This design comes from an exercise in tuning for small area, a short achievable clock period and few clock cycles on the open sky130 flow, not from production work. The RTL was checked by simulation tests, not by an equivalence proof against the original design.

==> flow/design.v, too long to show whole: its modules and the start of the top module <==
// module xxh32_tp1: 141 lines
// module xxh32_tp2: 147 lines
// module xxh32_tp3: 180 lines
// module xxh32_tp4: 166 lines
// module xxh32_tp5b: 64 lines
// module xxh32_calc_v2: 250 lines
module xxh32_calc_v2(
input	wire				clk,
input wire				rstN,
input wire				compress_start,
input wire				compress_done,
input wire	[31:0]	length,
input wire				length_valid,
input wire	[31:0]	data,
input wire				data_valid,
output wire	[31:0]	digest,
output reg				digest_valid
);
  // ...
==> flow/run.sh <==
#!/bin/bash
# synth_recipe.tcl (not shown) runs the flow's synth.tcl, then flattens the netlist and writes it again
# the make line also repeats each setting of config.mk as NAME=value (left out here)
make -C /OpenROAD-flow-scripts/flow DESIGN_CONFIG=/design/flow/config.mk WORK_HOME=/design/flow/orfs CLKGATE_MAP_FILE= SYNTH_SCRIPT=/design/flow/synth_recipe.tcl finish
==> flow/config.mk <==
export PLATFORM = sky130hd
export DESIGN_NAME = xxh32_calc_v2
export DESIGN_NICKNAME = xxh32_calc_v2
export VERILOG_FILES = /design/flow/design.v
export SDC_FILE = /design/flow/constraint.sdc
export NUM_CORES = 4
export LEC_CHECK = 0
export CAP_MARGIN = 20
export CORE_MARGIN = 2
export CORE_UTILIZATION = 40
export PLACE_DENSITY = 0.6
export SLEW_MARGIN = 20
==> flow/constraint.sdc <==
create_clock -name core_clock -period 13.0 [get_ports {clk}]
set_input_delay 2.6000 -clock core_clock [delete_from_list [all_inputs] [get_ports {clk}]]
set_output_delay 2.6000 -clock core_clock [all_outputs]
set_load 0.01 [all_outputs]
==> impl_metrics.toml, run 1 <==
[setup_path]
crit_top_cell = "xnor2_1"
r2r_start = "len_q[2]$_DFFE_PP_"
crit_path_end_kind = "flip-flop"

[timing]
maxClockFrequency_ghz = 0.131
clock_skew_ps = 35.8
rsz0062_at_grt = "false"

[global_route]
gr-total-overflow = 0
grt_pass1_wl_mm = 192

[yosys]
ys_async_sr_fraction = 0.0703
synth.distinct_cells = 92
synth_most_common_cell = "inv_1"
avgSynthCellArea_sq_um = 11.2
synth-compound-area-share = 0.0945
yosysTopAreaCellShare = 0.260

[run_status]
status = "complete, no violations"

[drt]
drt_first_pass_iters = 10
dr_wl_met3_mm = 12.1
routedLengthMet1_mm = 57.1
top_layer_used = "met4"

[final_layout]
largest_class = "multi-input combinational cells"
multi_input_cells = 2539
fillers = 9688
layout_commonest_cell = "inv_1"

[cts]
clock_path_buffers = 3

[floorplan]
dieHeight_um = 326
Testbench counts, summed over its fixed seeds: cycles 45,476.
==> module xxh32_calc_v2, before the edit <==
module xxh32_calc_v2(
input	wire				clk,
input wire				rstN,
input wire				compress_start,
input wire				compress_done,
input wire	[31:0]	length,
input wire				length_valid,
input wire	[31:0]	data,
input wire				data_valid,
output wire	[31:0]	digest,
output reg				digest_valid
);
localparam	[31:0]	PRIME32_1 = 32'd2654435761;
localparam	[31:0]	PRIME32_2 = 32'd2246822519;
localparam	[1:0]	XF_R13 = 2'd0, XF_R17 = 2'd1, XF_R11 = 2'd2, XF_ID = 2'd3;
localparam	[1:0]	KA_P2 = 2'd0, KA_P3 = 2'd1, KA_P5 = 2'd2;
localparam	[1:0]	VS_D = 2'd0, VS_INIT = 2'd1, VS_H = 2'd2, VS_0 = 2'd3;
localparam	[1:0]	TS_NONE = 2'd0, TS_ISSUE = 2'd1, TS_BUSY = 2'd2, TS_AV = 2'd3;
reg	[31:0]	d_r;		 
reg				dv_r;
reg	[15:0]	len_q;
reg	[11:0]	ns;		 
reg	[1:0]		lane;
reg				first;
reg	[2:0]		tcnt;		 
reg	[2:0]		fcnt;		 
reg	[1:0]		tst;
reg	[2:0]		opn;		 
reg	[1:0]		ph;
reg				avc;
reg				av3;
reg	[31:0]	as, ac, xb, cs, cc, vd;
reg	[1:0]		xf_a;
reg				kc_a, kc_b;
reg	[31:0]	hacc;
reg	[31:0]	tb0, tb1, tb2;
reg	[23:0]	tb3;
reg	[31:0]	digest_r;
assign digest = digest_r;
wire	[1:0]		k = len_q[3:2];
wire	[1:0]		b = len_q[1:0];
wire	[2:0]		nops = {1'b0, k} + {1'b0, b};
wire				is_stripe = dv_r && (ns != 12'd0);
wire				is_tail   = dv_r && (ns == 12'd0);
wire				last_stripe = is_stripe && (lane == 2'd3) && (ns == 12'd1);
wire				op_w     = (opn < {1'b0, k});
wire				op_more  = (opn < nops);
wire				op_ready = op_w ? (tcnt > opn) : (tcnt > {1'b0, k});
wire				issue_op = (tst == TS_ISSUE) && op_more && op_ready;
wire				issue_av1 = (tst == TS_ISSUE) && !op_more;
wire				issue_av2 = (tst == TS_AV) && avc;
reg				adv;
reg	[1:0]		ka, vs, xf;
reg				kc;
always @(*)
begin
	adv	= 1'b0;
	ka		= KA_P2;
	vs		= VS_D;
	xf		= XF_R13;
	kc		= 1'b0;
	if(is_stripe)
	begin
		adv	= 1'b1;
		vs		= first ? VS_INIT : VS_D;
	end
	else if((fcnt != 3'd0) && (fcnt != 3'd4))
		adv	= 1'b1;
	else if(issue_op)
	begin
		adv	= 1'b1;
		ka		= op_w ? KA_P3 : KA_P5;
		vs		= (opn == 3'd0) ? VS_H : VS_D;
		xf		= op_w ? XF_R17 : XF_R11;
		kc		= op_w;
	end
	else if(issue_av1)
	begin
		adv	= 1'b1;
		vs		= VS_0;
		xf		= XF_ID;
	end
	else if(tst == TS_BUSY || tst == TS_AV)
	begin
		adv	= 1'b1;
		ka		= KA_P3;
		vs		= VS_0;
		xf		= XF_ID;
	end
end
reg	[31:0]	init_v;
always @(*)
begin
	case(lane)
	2'd0		:	init_v	=	PRIME32_1 + PRIME32_2;
	2'd1		:	init_v	=	PRIME32_2;
	2'd2		:	init_v	=	32'd0;
	default	:	init_v	=	32'd0 - PRIME32_1;
	endcase
end
wire	[31:0]	hsrc = (nops == 3'd0) ? hacc : vd;
wire	[31:0]	in2 = (tst == TS_ISSUE) ? (hsrc ^ (hsrc >> 15)) : d_r;
wire	[31:0]	tword = (opn[1:0] == 2'd0) ? tb0 : (opn[1:0] == 2'd1) ? tb1 : tb2;
wire	[31:0]	in3 = (tst == TS_AV) ? (xb ^ (xb >> 13)) : tword;
wire	[1:0]		bidx = opn[1:0] - k;
wire	[31:0]	pword = (k == 2'd0) ? tb0 : (k == 2'd1) ? tb1 : (k == 2'd2) ? tb2 : {8'd0, tb3};
wire	[7:0]		in5 = (bidx == 2'd0) ? pword[7:0] : (bidx == 2'd1) ? pword[15:8] : pword[23:16];
wire	[31:0]	s2, c2, s3, c3, s5, c5;
xxh32_tp2 u_tp2 (.x(in2), .s(s2), .c(c2));
xxh32_tp3 u_tp3 (.x(in3), .s(s3), .c(c3));
xxh32_tp5b u_tp5 (.x(in5), .s(s5), .c(c5));
wire	[31:0]	ms = (ka == KA_P3) ? s3 : (ka == KA_P5) ? s5 : s2;
wire	[31:0]	mc = (ka == KA_P3) ? c3 : (ka == KA_P5) ? c5 : c2;
wire	[31:0]	vrow = (vs == VS_D) ? vd : (vs == VS_INIT) ? init_v : (vs == VS_H) ? hacc : 32'd0;
wire	[31:0]	as_n = ms ^ mc ^ vrow;
wire	[31:0]	ac_n = {((ms[30:0] & mc[30:0]) | (ms[30:0] & vrow[30:0]) | (mc[30:0] & vrow[30:0])), 1'b0};
wire	[31:0]	sb = as + ac;
reg	[31:0]	xb_n;
always @(*)
begin
	case(xf_a)
	XF_R13	:	xb_n	=	{sb[18:0], sb[31:19]};
	XF_R17	:	xb_n	=	{sb[14:0], sb[31:15]};
	XF_R11	:	xb_n	=	{sb[20:0], sb[31:21]};
	default	:	xb_n	=	sb;
	endcase
end
wire	[31:0]	s1, c1, s4, c4;
xxh32_tp1 u_tp1 (.x(xb), .s(s1), .c(c1));
xxh32_tp4 u_tp4 (.x(xb), .s(s4), .c(c4));
wire	[31:0]	sd = cs + cc;
reg	[31:0]	vrot;
always @(*)
begin
	case(fcnt[1:0])
	2'd1		:	vrot	=	{vd[30:0], vd[31]};
	2'd2		:	vrot	=	{vd[24:0], vd[31:25]};
	2'd3		:	vrot	=	{vd[19:0], vd[31:20]};
	default	:	vrot	=	{vd[13:0], vd[31:14]};
	endcase
end
wire	[31:0]	hsum = ((fcnt == 3'd1) ? {16'd0, len_q} : hacc) + vrot;
always @(posedge clk)
begin
	d_r	<=	{data[7:0], data[15:8], data[23:16], data[31:24]};
	if(length_valid)
		len_q	<=	length[15:0];
	if(adv)
	begin
		as		<=	as_n;
		ac		<=	ac_n;
		xf_a	<=	xf;
		xb		<=	xb_n;
		kc_a	<=	kc;
		kc_b	<=	kc_a;
		cs		<=	kc_b ? s4 : s1;
		cc		<=	kc_b ? c4 : c1;
		vd		<=	sd;
	end
	if(fcnt != 3'd0)
		hacc	<=	hsum;
	if(is_tail && tcnt == 3'd0) tb0 <= d_r;
	if(is_tail && tcnt == 3'd1) tb1 <= d_r;
	if(is_tail && tcnt == 3'd2) tb2 <= d_r;
	if(is_tail && tcnt == 3'd3) tb3 <= d_r[23:0];
	digest_r	<=	sb ^ (sb >> 16);
end
always @(posedge clk or negedge rstN)
begin
	if(!rstN)
	begin
		dv_r		<=	1'b0;
		ns			<=	12'd0;
		lane		<=	2'd0;
		first		<=	1'b1;
		tcnt		<=	3'd0;
		fcnt		<=	3'd0;
		tst		<=	TS_NONE;
		opn		<=	3'd0;
		ph			<=	2'd0;
		avc		<=	1'b0;
		av3		<=	1'b0;
		digest_valid	<=	1'b0;
	end
	else
	begin
		dv_r		<=	data_valid;
		av3		<=	issue_av2;
		digest_valid	<=	av3;
		if(length_valid)
			ns		<=	length[15:4];
		else if(is_stripe && lane == 2'd3)
			ns		<=	ns - 12'd1;
		if(compress_start)
		begin
			lane	<=	2'd0;
			first	<=	1'b1;
			tcnt	<=	3'd0;
			fcnt	<=	3'd0;
			tst	<=	TS_NONE;
			opn	<=	3'd0;
			ph		<=	2'd0;
			avc	<=	1'b0;
		end
		else
		begin
			if(is_stripe)
			begin
				lane	<=	lane + 2'd1;
				if(lane == 2'd3)
					first	<=	1'b0;
			end
			if(is_tail)
				tcnt	<=	tcnt + 3'd1;
			if(last_stripe)
				fcnt	<=	3'd1;
			else if(fcnt == 3'd4)
				fcnt	<=	3'd0;
			else if(fcnt != 3'd0)
				fcnt	<=	fcnt + 3'd1;
			case(tst)
			TS_NONE	:	if(fcnt == 3'd4) tst <= TS_ISSUE;
			TS_ISSUE	:	begin
								if(issue_op)
								begin
									opn	<=	opn + 3'd1;
									ph		<=	2'd0;
									tst	<=	TS_BUSY;
								end
								else if(issue_av1)
								begin
									avc	<=	1'b0;
									tst	<=	TS_AV;
								end
							end
			TS_BUSY	:	begin
								ph		<=	ph + 2'd1;
								if(ph == 2'd2)
									tst	<=	TS_ISSUE;
							end
			default	:	begin
								avc	<=	1'b1;
								if(avc)
									tst	<=	TS_NONE;
							end
			endcase
		end
	end
end
endmodule
==> run 2, diff against run 1 <==
--- a/flow/design.v
+++ b/flow/design.v
@@ -713,27 +713,32 @@
 localparam	[31:0]	PRIME32_1 = 32'd2654435761;
 localparam	[31:0]	PRIME32_2 = 32'd2246822519;
-localparam	[1:0]	XF_R13 = 2'd0, XF_R17 = 2'd1, XF_R11 = 2'd2, XF_ID = 2'd3;
-localparam	[1:0]	KA_P2 = 2'd0, KA_P3 = 2'd1, KA_P5 = 2'd2;
-localparam	[1:0]	VS_D = 2'd0, VS_INIT = 2'd1, VS_H = 2'd2, VS_0 = 2'd3;
-localparam	[1:0]	TS_NONE = 2'd0, TS_ISSUE = 2'd1, TS_BUSY = 2'd2, TS_AV = 2'd3;
+localparam	[2:0]	XF_R13 = 3'd0, XF_R17 = 3'd1, XF_R11 = 3'd2, XF_ID = 3'd3, XF_X13 = 3'd4;
+localparam	[1:0]	KA_P2 = 2'd0, KA_P3 = 2'd1, KA_P5 = 2'd2, KA_0 = 2'd3;
+localparam	[2:0]	VS_D = 3'd0, VS_INIT = 3'd1, VS_H = 3'd2, VS_0 = 3'd3, VS_IN = 3'd4;
+localparam	[1:0]	KC_P1 = 2'd0, KC_P4 = 2'd1, KC_1 = 2'd2;
 reg	[31:0]	d_r;		 
 reg				dv_r;
 reg	[15:0]	len_q;
 reg	[11:0]	ns;		 
+reg				ns_nz;	 
+reg				ns1;		 
 reg	[1:0]		lane;
 reg				first;
 reg	[2:0]		tcnt;		 
-reg	[2:0]		fcnt;		 
-reg	[1:0]		tst;
-reg	[2:0]		opn;		 
+reg				st_fl, st_is, st_bz, st_av;	 
+reg	[2:0]		acnt;		 
 reg	[1:0]		ph;
-reg				avc;
 reg				av3;
+reg				fw;		 
+reg				om;		 
+reg				pa;		 
+reg				nz;		 
+reg	[31:0]	o_r;		 
+reg				o_ok;		 
 reg	[31:0]	as, ac, xb, cs, cc, vd;
-reg	[1:0]		xf_a;
-reg				kc_a, kc_b;
+reg	[2:0]		xf_a;
+reg	[1:0]		kc_a, kc_b;
 reg	[31:0]	hacc;
-reg	[31:0]	tb0, tb1, tb2;
-reg	[23:0]	tb3;
+reg	[23:0]	preg;
 reg	[31:0]	digest_r;
 assign digest = digest_r;
@@ -741,51 +746,58 @@
 wire	[1:0]		b = len_q[1:0];
 wire	[2:0]		nops = {1'b0, k} + {1'b0, b};
-wire				is_stripe = dv_r && (ns != 12'd0);
-wire				is_tail   = dv_r && (ns == 12'd0);
-wire				last_stripe = is_stripe && (lane == 2'd3) && (ns == 12'd1);
-wire				op_w     = (opn < {1'b0, k});
-wire				op_more  = (opn < nops);
-wire				op_ready = op_w ? (tcnt > opn) : (tcnt > {1'b0, k});
-wire				issue_op = (tst == TS_ISSUE) && op_more && op_ready;
-wire				issue_av1 = (tst == TS_ISSUE) && !op_more;
-wire				issue_av2 = (tst == TS_AV) && avc;
+wire				is_stripe = dv_r && ns_nz;
+wire				is_tail   = dv_r && !ns_nz;
+wire				last_stripe = is_stripe && (lane == 2'd3) && ns1;
+wire				fl_adv   = st_fl && (!fw || is_tail);
+wire				issue_op = st_is && om && o_ok;
+wire				issue_av1 = st_is && !om;
+wire				issue_av2 = st_av && ph[0];
 reg				adv;
-reg	[1:0]		ka, vs, xf;
-reg				kc;
+reg	[1:0]		ka, kc;
+reg	[2:0]		xf;
+reg	[2:0]		vs;
 always @(*)
 begin
 	adv	= 1'b0;
-	ka		= KA_P2;
+	ka		= KA_0;
 	vs		= VS_D;
-	xf		= XF_R13;
-	kc		= 1'b0;
+	xf		= XF_ID;
+	kc		= KC_1;
 	if(is_stripe)
 	begin
 		adv	= 1'b1;
+		ka		= KA_P2;
 		vs		= first ? VS_INIT : VS_D;
+		xf		= XF_R13;
+		kc		= KC_P1;
 	end
-	else if((fcnt != 3'd0) && (fcnt != 3'd4))
+	else if(fl_adv)
+	begin
 		adv	= 1'b1;
+		vs		= fw ? VS_IN : VS_D;
+	end
 	else if(issue_op)
 	begin
 		adv	= 1'b1;
-		ka		= op_w ? KA_P3 : KA_P5;
-		vs		= (opn == 3'd0) ? VS_H : VS_D;
-		xf		= op_w ? XF_R17 : XF_R11;
-		kc		= op_w;
+		ka		= fw ? KA_P3 : KA_P5;
+		vs		= (acnt == 3'd0) ? VS_H : VS_D;
+		xf		= fw ? XF_R17 : XF_R11;
+		kc		= fw ? KC_P4 : KC_P1;
 	end
 	else if(issue_av1)
 	begin
 		adv	= 1'b1;
+		ka		= KA_P2;
 		vs		= VS_0;
-		xf		= XF_ID;
+		xf		= XF_X13;
 	end
-	else if(tst == TS_BUSY || tst == TS_AV)
+	else if(issue_av2)
 	begin
 		adv	= 1'b1;
 		ka		= KA_P3;
 		vs		= VS_0;
-		xf		= XF_ID;
 	end
+	else if(st_bz || st_av)
+		adv	= 1'b1;
 end
 reg	[31:0]	init_v;
@@ -799,18 +811,28 @@
 	endcase
 end
-wire	[31:0]	hsrc = (nops == 3'd0) ? hacc : vd;
-wire	[31:0]	in2 = (tst == TS_ISSUE) ? (hsrc ^ (hsrc >> 15)) : d_r;
-wire	[31:0]	tword = (opn[1:0] == 2'd0) ? tb0 : (opn[1:0] == 2'd1) ? tb1 : tb2;
-wire	[31:0]	in3 = (tst == TS_AV) ? (xb ^ (xb >> 13)) : tword;
-wire	[1:0]		bidx = opn[1:0] - k;
-wire	[31:0]	pword = (k == 2'd0) ? tb0 : (k == 2'd1) ? tb1 : (k == 2'd2) ? tb2 : {8'd0, tb3};
-wire	[7:0]		in5 = (bidx == 2'd0) ? pword[7:0] : (bidx == 2'd1) ? pword[15:8] : pword[23:16];
+wire	[31:0]	in2 = d_r;
+wire	[31:0]	in3 = o_r;
+wire	[7:0]		in5 = o_r[7:0];
 wire	[31:0]	s2, c2, s3, c3, s5, c5;
 xxh32_tp2 u_tp2 (.x(in2), .s(s2), .c(c2));
 xxh32_tp3 u_tp3 (.x(in3), .s(s3), .c(c3));
 xxh32_tp5b u_tp5 (.x(in5), .s(s5), .c(c5));
-wire	[31:0]	ms = (ka == KA_P3) ? s3 : (ka == KA_P5) ? s5 : s2;
-wire	[31:0]	mc = (ka == KA_P3) ? c3 : (ka == KA_P5) ? c5 : c2;
-wire	[31:0]	vrow = (vs == VS_D) ? vd : (vs == VS_INIT) ? init_v : (vs == VS_H) ? hacc : 32'd0;
+reg	[31:0]	ms, mc, vrow;
+always @(*)
+begin
+	case(ka)
+	KA_P2		:	begin ms = s2; mc = c2; end
+	KA_P3		:	begin ms = s3; mc = c3; end
+	KA_P5		:	begin ms = s5; mc = c5; end
+	default	:	begin ms = 32'd0; mc = 32'd0; end
+	endcase
+	case(vs)
+	VS_D		:	vrow	=	vd;
+	VS_INIT	:	vrow	=	init_v;
+	VS_H		:	vrow	=	hacc;
+	VS_IN		:	vrow	=	d_r;
+	default	:	vrow	=	32'd0;
+	endcase
+end
 wire	[31:0]	as_n = ms ^ mc ^ vrow;
 wire	[31:0]	ac_n = {((ms[30:0] & mc[30:0]) | (ms[30:0] & vrow[30:0]) | (mc[30:0] & vrow[30:0])), 1'b0};
@@ -823,4 +845,5 @@
 	XF_R17	:	xb_n	=	{sb[14:0], sb[31:15]};
 	XF_R11	:	xb_n	=	{sb[20:0], sb[31:21]};
+	XF_X13	:	xb_n	=	sb ^ (sb >> 13);
 	default	:	xb_n	=	sb;
 	endcase
@@ -829,19 +852,33 @@
 xxh32_tp1 u_tp1 (.x(xb), .s(s1), .c(c1));
 xxh32_tp4 u_tp4 (.x(xb), .s(s4), .c(c4));
+reg	[31:0]	cs_n, cc_n;
+always @(*)
+begin
+	case(kc_b)
+	KC_P1		:	begin cs_n = s1; cc_n = c1; end
+	KC_P4		:	begin cs_n = s4; cc_n = c4; end
+	default	:	begin cs_n = xb; cc_n = 32'd0; end
+	endcase
+end
 wire	[31:0]	sd = cs + cc;
 reg	[31:0]	vrot;
 always @(*)
 begin
-	case(fcnt[1:0])
-	2'd1		:	vrot	=	{vd[30:0], vd[31]};
-	2'd2		:	vrot	=	{vd[24:0], vd[31:25]};
-	2'd3		:	vrot	=	{vd[19:0], vd[31:20]};
+	case(acnt[1:0])
+	2'd0		:	vrot	=	{vd[30:0], vd[31]};
+	2'd1		:	vrot	=	{vd[24:0], vd[31:25]};
+	2'd2		:	vrot	=	{vd[19:0], vd[31:20]};
 	default	:	vrot	=	{vd[13:0], vd[31:14]};
 	endcase
 end
-wire	[31:0]	hsum = ((fcnt == 3'd1) ? {16'd0, len_q} : hacc) + vrot;
+wire	[31:0]	hsum = ((acnt[1:0] == 2'd0) ? {16'd0, len_q} : hacc) + vrot;
 always @(posedge clk)
 begin
-	d_r	<=	{data[7:0], data[15:8], data[23:16], data[31:24]};
+	if(ld_h0)
+		d_r	<=	hsum ^ (hsum >> 15);
+	else if(ld_hn)
+		d_r	<=	sd ^ (sd >> 15);
+	else
+		d_r	<=	{data[7:0], data[15:8], data[23:16], data[31:24]};
 	if(length_valid)
 		len_q	<=	length[15:0];
@@ -851,19 +888,44 @@
 		ac		<=	ac_n;
 		xf_a	<=	xf;
-		xb		<=	xb_n;
 		kc_a	<=	kc;
+		xb		<=	xb_n;
 		kc_b	<=	kc_a;
-		cs		<=	kc_b ? s4 : s1;
-		cc		<=	kc_b ? c4 : c1;
+		cs		<=	cs_n;
+		cc		<=	cc_n;
 		vd		<=	sd;
 	end
-	if(fcnt != 3'd0)
+	if(fl_adv)
 		hacc	<=	hsum;
-	if(is_tail && tcnt == 3'd0) tb0 <= d_r;
-	if(is_tail && tcnt == 3'd1) tb1 <= d_r;
-	if(is_tail && tcnt == 3'd2) tb2 <= d_r;
-	if(is_tail && tcnt == 3'd3) tb3 <= d_r[23:0];
+	if(is_tail && tcnt == {1'b0, k})
+		preg	<=	d_r[23:0];
 	digest_r	<=	sb ^ (sb >> 16);
 end
+wire				ld_h0 = st_fl && fl_adv && (acnt == 3'd3) && !nz;
+wire				ld_hn = st_bz && (ph == 2'd2) && !om;
+wire				pre = (st_fl && fl_adv && (acnt == 3'd3)) || (st_bz && (ph == 2'd2));
+wire	[1:0]		bsel = acnt_n[1:0] - k;
+wire	[7:0]		pbyte = (bsel == 2'd0) ? preg[7:0] : (bsel == 2'd1) ? preg[15:8] : preg[23:16];
+wire	[31:0]	pword = (acnt_n[1:0] == 2'd0) ? cs : (acnt_n[1:0] == 2'd1) ? xb : as;
+wire				nxt_w = (acnt_n < {1'b0, k});
+always @(posedge clk)
+begin
+	if(pre && nxt_w)
+		o_r	<=	pword;
+	else if((pre || (st_is && !o_ok)) && pa)
+		o_r	<=	{24'd0, pbyte};
+	else if(st_av && !ph[0])
+		o_r	<=	xb_n;
+end
+reg	[2:0]		acnt_n;
+always @(*)
+begin
+	acnt_n	=	acnt;
+	if(compress_start)
+		acnt_n	=	3'd0;
+	else if(st_fl && fl_adv)
+		acnt_n	=	(acnt == 3'd3) ? 3'd0 : acnt + 3'd1;
+	else if(issue_op)
+		acnt_n	=	acnt + 3'd1;
+end
 always @(posedge clk or negedge rstN)
 begin
@@ -872,13 +934,21 @@
 		dv_r		<=	1'b0;
 		ns			<=	12'd0;
+		ns_nz		<=	1'b0;
+		ns1		<=	1'b0;
 		lane		<=	2'd0;
 		first		<=	1'b1;
 		tcnt		<=	3'd0;
-		fcnt		<=	3'd0;
-		tst		<=	TS_NONE;
-		opn		<=	3'd0;
+		st_fl		<=	1'b0;
+		st_is		<=	1'b0;
+		st_bz		<=	1'b0;
+		st_av		<=	1'b0;
+		acnt		<=	3'd0;
 		ph			<=	2'd0;
-		avc		<=	1'b0;
 		av3		<=	1'b0;
+		fw			<=	1'b0;
+		om			<=	1'b0;
+		pa			<=	1'b0;
+		nz			<=	1'b0;
+		o_ok		<=	1'b0;
 		digest_valid	<=	1'b0;
 	end
@@ -888,8 +958,26 @@
 		av3		<=	issue_av2;
 		digest_valid	<=	av3;
+		acnt		<=	acnt_n;
+		fw			<=	(acnt_n < {1'b0, k});
+		om			<=	(acnt_n < nops);
+		nz			<=	(nops != 3'd0);
+		if(pre)
+			o_ok	<=	nxt_w || pa;
+		else if(issue_op)
+			o_ok	<=	1'b0;
+		else if(st_is && pa)
+			o_ok	<=	1'b1;
 		if(length_valid)
+		begin
 			ns		<=	length[15:4];
+			ns_nz	<=	1'b1;
+			ns1	<=	(length[15:4] == 12'd1);
+		end
 		else if(is_stripe && lane == 2'd3)
+		begin
 			ns		<=	ns - 12'd1;
+			ns_nz	<=	!ns1;
+			ns1	<=	(ns == 12'd2);
+		end
 		if(compress_start)
 		begin
@@ -897,9 +985,10 @@
 			first	<=	1'b1;
 			tcnt	<=	3'd0;
-			fcnt	<=	3'd0;
-			tst	<=	TS_NONE;
-			opn	<=	3'd0;
+			st_fl	<=	1'b0;
+			st_is	<=	1'b0;
+			st_bz	<=	1'b0;
+			st_av	<=	1'b0;
 			ph		<=	2'd0;
-			avc	<=	1'b0;
+			pa		<=	1'b0;
 		end
 		else
@@ -912,37 +1001,45 @@
 			end
 			if(is_tail)
+			begin
 				tcnt	<=	tcnt + 3'd1;
+				if(tcnt == {1'b0, k})
+					pa	<=	1'b1;
+			end
 			if(last_stripe)
-				fcnt	<=	3'd1;
-			else if(fcnt == 3'd4)
-				fcnt	<=	3'd0;
-			else if(fcnt != 3'd0)
-				fcnt	<=	fcnt + 3'd1;
-			case(tst)
-			TS_NONE	:	if(fcnt == 3'd4) tst <= TS_ISSUE;
-			TS_ISSUE	:	begin
-								if(issue_op)
-								begin
-									opn	<=	opn + 3'd1;
-									ph		<=	2'd0;
-									tst	<=	TS_BUSY;
-								end
-								else if(issue_av1)
-								begin
-									avc	<=	1'b0;
-									tst	<=	TS_AV;
-								end
-							end
-			TS_BUSY	:	begin
-								ph		<=	ph + 2'd1;
-								if(ph == 2'd2)
-									tst	<=	TS_ISSUE;
-							end
-			default	:	begin
-								avc	<=	1'b1;
-								if(avc)
-									tst	<=	TS_NONE;
-							end
-			endcase
+				st_fl	<=	1'b1;
+			if(st_fl && fl_adv && acnt == 3'd3)
+			begin
+				st_fl	<=	1'b0;
+				st_is	<=	1'b1;
+			end
+			if(st_is)
+			begin
+				ph		<=	2'd0;
+				if(issue_op)
+				begin
+					st_is	<=	1'b0;
+					st_bz	<=	1'b1;
+				end
+				else if(issue_av1)
+				begin
+					st_is	<=	1'b0;
+					st_av	<=	1'b1;
+				end
+			end
+			if(st_bz)
+			begin
+				ph		<=	ph + 2'd1;
+				if(ph == 2'd2)
+				begin
+					st_bz	<=	1'b0;
+					st_is	<=	1'b1;
+				end
+			end
+			if(st_av)
+			begin
+				ph		<=	ph + 2'd1;
+				if(ph[0])
+					st_av	<=	1'b0;
+			end
 		end
 	end
==> flow/flow/run.sh (new file) <==
#!/bin/bash
# The standard layout (standard.sh, unchanged synthesis and steps), with ORFS's
# timing repair asked to leave a setup margin, so that it speeds up the paths that
# set the achieved period even though they already meet the 13 ns clock.
set -o pipefail
export SETUP_SLACK_MARGIN=9
echo "export SETUP_SLACK_MARGIN = 9" >> config.mk
bash standard.sh > standard.log 2>&1
==> flow/standard.sh (new file) <==
#!/bin/bash
# synth_recipe.tcl (not shown) runs the flow's synth.tcl, then flattens the netlist and writes it again
# the make line also repeats each setting of config.mk as NAME=value (left out here)
make -C /OpenROAD-flow-scripts/flow DESIGN_CONFIG=/design/flow/config.mk WORK_HOME=/design/flow/orfs CLKGATE_MAP_FILE= SYNTH_SCRIPT=/design/flow/synth_recipe.tcl "${@:-finish}"
--- a/flow/config.mk
+++ b/flow/config.mk
@@ -11,2 +11,3 @@
 export PLACE_DENSITY = 0.6
 export SLEW_MARGIN = 20
+export SETUP_SLACK_MARGIN = 9
removed: flow/run.sh
==> impl_metrics.toml, run 2 <==
[placement]
place_congestion = 0.960
dp_hpwl_mm = 109
port_buffers = 85
place_ws_ps = 6910

[timing]
rsz0062_at_grt = "true"
setup_viol = 0
min_period_ps = 4350
tns_ps = 0
relSlewSlack = 0.227
final_hold_viol_count = 0
clock_skew_ps = 84.5
timing.final.ws_setup_ps = 8650
tightest_slew_ps = 1150
fin_crit_sh = 0.335
maxClockFrequency_ghz = 0.230
slew_violations = 0

[yosys]
synth_area_sq_um = 40200
yosys.area.top_type = "fa_1"
synth_area_leaders = "fa_1 (27%), edfxtp_1 (22%), ha_1 (8.0%), inv_1 (5.7%), xnor2_1 (3.3%)"
synth_ff_type = "edfxtp_1"
yosysTopAreaCellShare = 0.265
avgSynthCellArea_sq_um = 10.3
ys_seq_area_frac = 0.278
synth_edf_count = 299
synth-xor-area-share = 0.0486
synth_warnings = 1
synth.distinct_cells = 109
ys_ff_latch = 400
yosys-top-cells-count = "inv_1 (610), fa_1 (533), edfxtp_1 (299)"
synth_mux_area_frac = 0.0287
synth_top_family_by_area = "adder cells"
netlist_instances = 3892
ys_async_sr_fraction = 0.0925
synth_nets = 4752
synth_fa_ha_area_frac = 0.345
yosys.area_share.simple = 0.0879
synth-compound-area-share = 0.138
synth_most_common_cell = "inv_1"

[floorplan]
dieHeight_um = 321
rows = 116
core_area_sq_um = 99900
boundaryPins = 103
start_util = 0.403
dieArea_sq_um = 103000
fp.dieW_um = 321

[setup_path]
worstRegToRegCells = 10
crit_top_cell = "fa_1"
r2r_start = "o_r[8]$_DFFE_PP_"
cp_max_fo = 3
cp-start-kind = "flip-flop"
r2r-end = "as[30]$_DFFE_PP_"
crit_slowest_cell = "fa_1"
crit_chain = "clkinv_4, fa_2, buf_6, fa_1, inv_2, fa_1, fa_1, fa_1, o21ai_2, fa_2"
regToRegSetupSlack_ps = 8650
crit_path_end_kind = "flip-flop"
crit_type = "flip-flop to flip-flop"
crit_required_ps = 13300
arrival_ps = 4650
path_buf_inv = 3
slowest_delay_ps = 590
cp_top_family = "adder cells"

[worst_hold_path]
holdCritPathClass = "flip-flop to flip-flop"
whs_endpoint = "digest_valid$_DFF_PN0_"
worstHoldPathCells = 0
hold_path.startpoint = "av3$_DFF_PN0_"

[drt]
routed-via-count = 31900
wl_per_cell_um = 26.7
drt-initial-drc-count = 3954
wirelength_mm = 148
ant_nets = 0
via_per_inst = 5.77
drt_first_pass_iters = 12
drcViolationCount = 0

[global_route]
grt_max_degree = 166
grt_antenna_before_repair = 2
grt_pass1_wl_mm = 215
grt_pass1_vias = 31500
gr-total-overflow = 0
grt_use_total = 0.285

[cts]
clk_latency_ps = 640
cts-root-buf = "clkbuf_16"
clock_path_buffers = 3
numClockSinks = 400
cts_tree = "done"
h-tree-depth = 2
numCtsBuffers = 47
clkTransAtPathRegs_ps = 70

[final_layout]
layout_commonest_cell = "inv_1"
final_net_count = 5055
area_delta_synth_final_pct = 19.9
final_cell_mix = "inv_1 (521), fa_1 (481), edfxtp_1 (299)"
final_layout_size_suffix_gt1_frac = 0.190

[job]
drv_cap = 0

[run_status]
status = "complete, no violations"
## run 2: cell types whose count changed in the layout (fill, tap and decap cells not counted), moves of 52 or more
cell,delta
mux2i_1,-73
fa_2,+52
buf_4,+159
nand2_1,+114
mux2_2,-55
xnor2_1,-72
edfxtp_1,-60
inv_1,-59
## run 2: worst register-to-register path, delay by kind of cell (launching register included)
| kind | cells | cell delay [ps] |
|---|---|---|
| AO/OA/AOI/OAI | 1 | 200 |
| adder cells (fa/ha/maj) | 6 | 2970 |
| buffers and inverters | 3 | 340 |
| flip-flops | 1 | 510 |
## run 2: layout make-up
type	instances	area, sq um
fillers	9126	51600
repair inverters	2	17.5
well taps	1298	1620
flip-flops and latches	400	11200
multi-input cells	2729	27400
inverters	614	2500
clock buffers	67	1330
diodes	3	7.51
clock inverters	21	230
repair buffers	401	3820
## run 2: metal layers
metal,GRT usage,share of wire
met1,0.391,0.40
met4,0.115,0.053
met5,0,0.000081
met2,0.441,0.44
met3,0.0570,0.10
## run 2: worst max-delay path by stage
stage / endpoint / slack (ps) / depth (start not counted) / startpoint
floorplan: ac[10]$_DFFE_PP_ / 4410 / 5 / ns_nz$_DFFE_PN0P_
global placement: o_r[16]$_DFFE_PP_ / 6970 / 11 / compress_start
detailed placement: o_r[16]$_DFFE_PP_ / 6910 / 11 / compress_start
CTS: as[26]$_DFFE_PP_ / 8630 / 10 / o_r[12]$_DFFE_PP_
global route: as[30]$_DFFE_PP_ / 8600 / 9 / o_r[30]$_DFFE_PP_
finish: as[30]$_DFFE_PP_ / 8650 / 10 / o_r[8]$_DFFE_PP_
## run 2: logic make-up (layout without fill, tap and decap cells)
logic type                 after synthesis  after routing
muxes                                  113            113
AOI/OAI and AO/OA                      829            829
DFF                                    400            400
buffers and inverters                  768           1105
adders and majority gates              790            790
and+or+nand+nor                        778            783
xor gates and xnor gates               214            214
other                                    0              3
## run 2: stage by stage
step	hold WS (ps)	area, sq um	util	instances
2_1_floorplan	331	40700	-	3892
3_3_place_gp	335	42900	0.430	5183
3_5_place_dp	339	42900	0.430	5183
4_1_cts	403	46900	0.470	5453
5_1_grt	414	48200	0.483	5532
6_report	396	48200	0.483	5535
## run 2: what timing repair did
item / in CTS / in global routing
hold buffers: 0 / 0
setup endpoints to repair: 229 / 141
pin swaps: 94 / 149
resized for setup: 290 / 163
setup buffers: 171 / 76
gates cloned: 11 / 3
Testbench counts of run 2, summed over its fixed seeds: cycles 45,476.

-- re-timing with driven ports --
The flow's constraints put no driver on any port. The routed layouts listed below were extracted and timed again, unchanged, in two steps.
Step 1 sets driving cells, clkbuf_16 on the clock port and buf_2 on the other inputs (assumed; they add their load-dependent delay and slew).
Step 2 moves the port delays by t, midway between the first and last clock arrival at a register: inputs arrive t later, outputs are due t later. That takes back most of the time a late clock gives input paths.
a / b / c = ideal ports / drivers / drivers and shift; a / b = the first two.
| run | t (ns) | setup slack, ns | hold slack, ns | slew at the worst register clock pin (ns) | worst slew at a driven data input, ns |
|---|---|---|---|---|---|
| run 1 | 0.711 | 5.381 / 5.381 / 5.381 | 0.357 / 0.357 / 0.357 | 0.07 / 0.07 | 0.05 |
| run 2 | 0.673 | 8.648 / 8.648 / 8.238 | 0.396 / 0.396 / 0.396 | 0.07 / 0.07 | 0.04 |
After both steps every run listed still meets setup and hold. The setup slack of run 2, which loses most, moves by 0.000 ns with the drivers and by -0.410 ns with both steps.
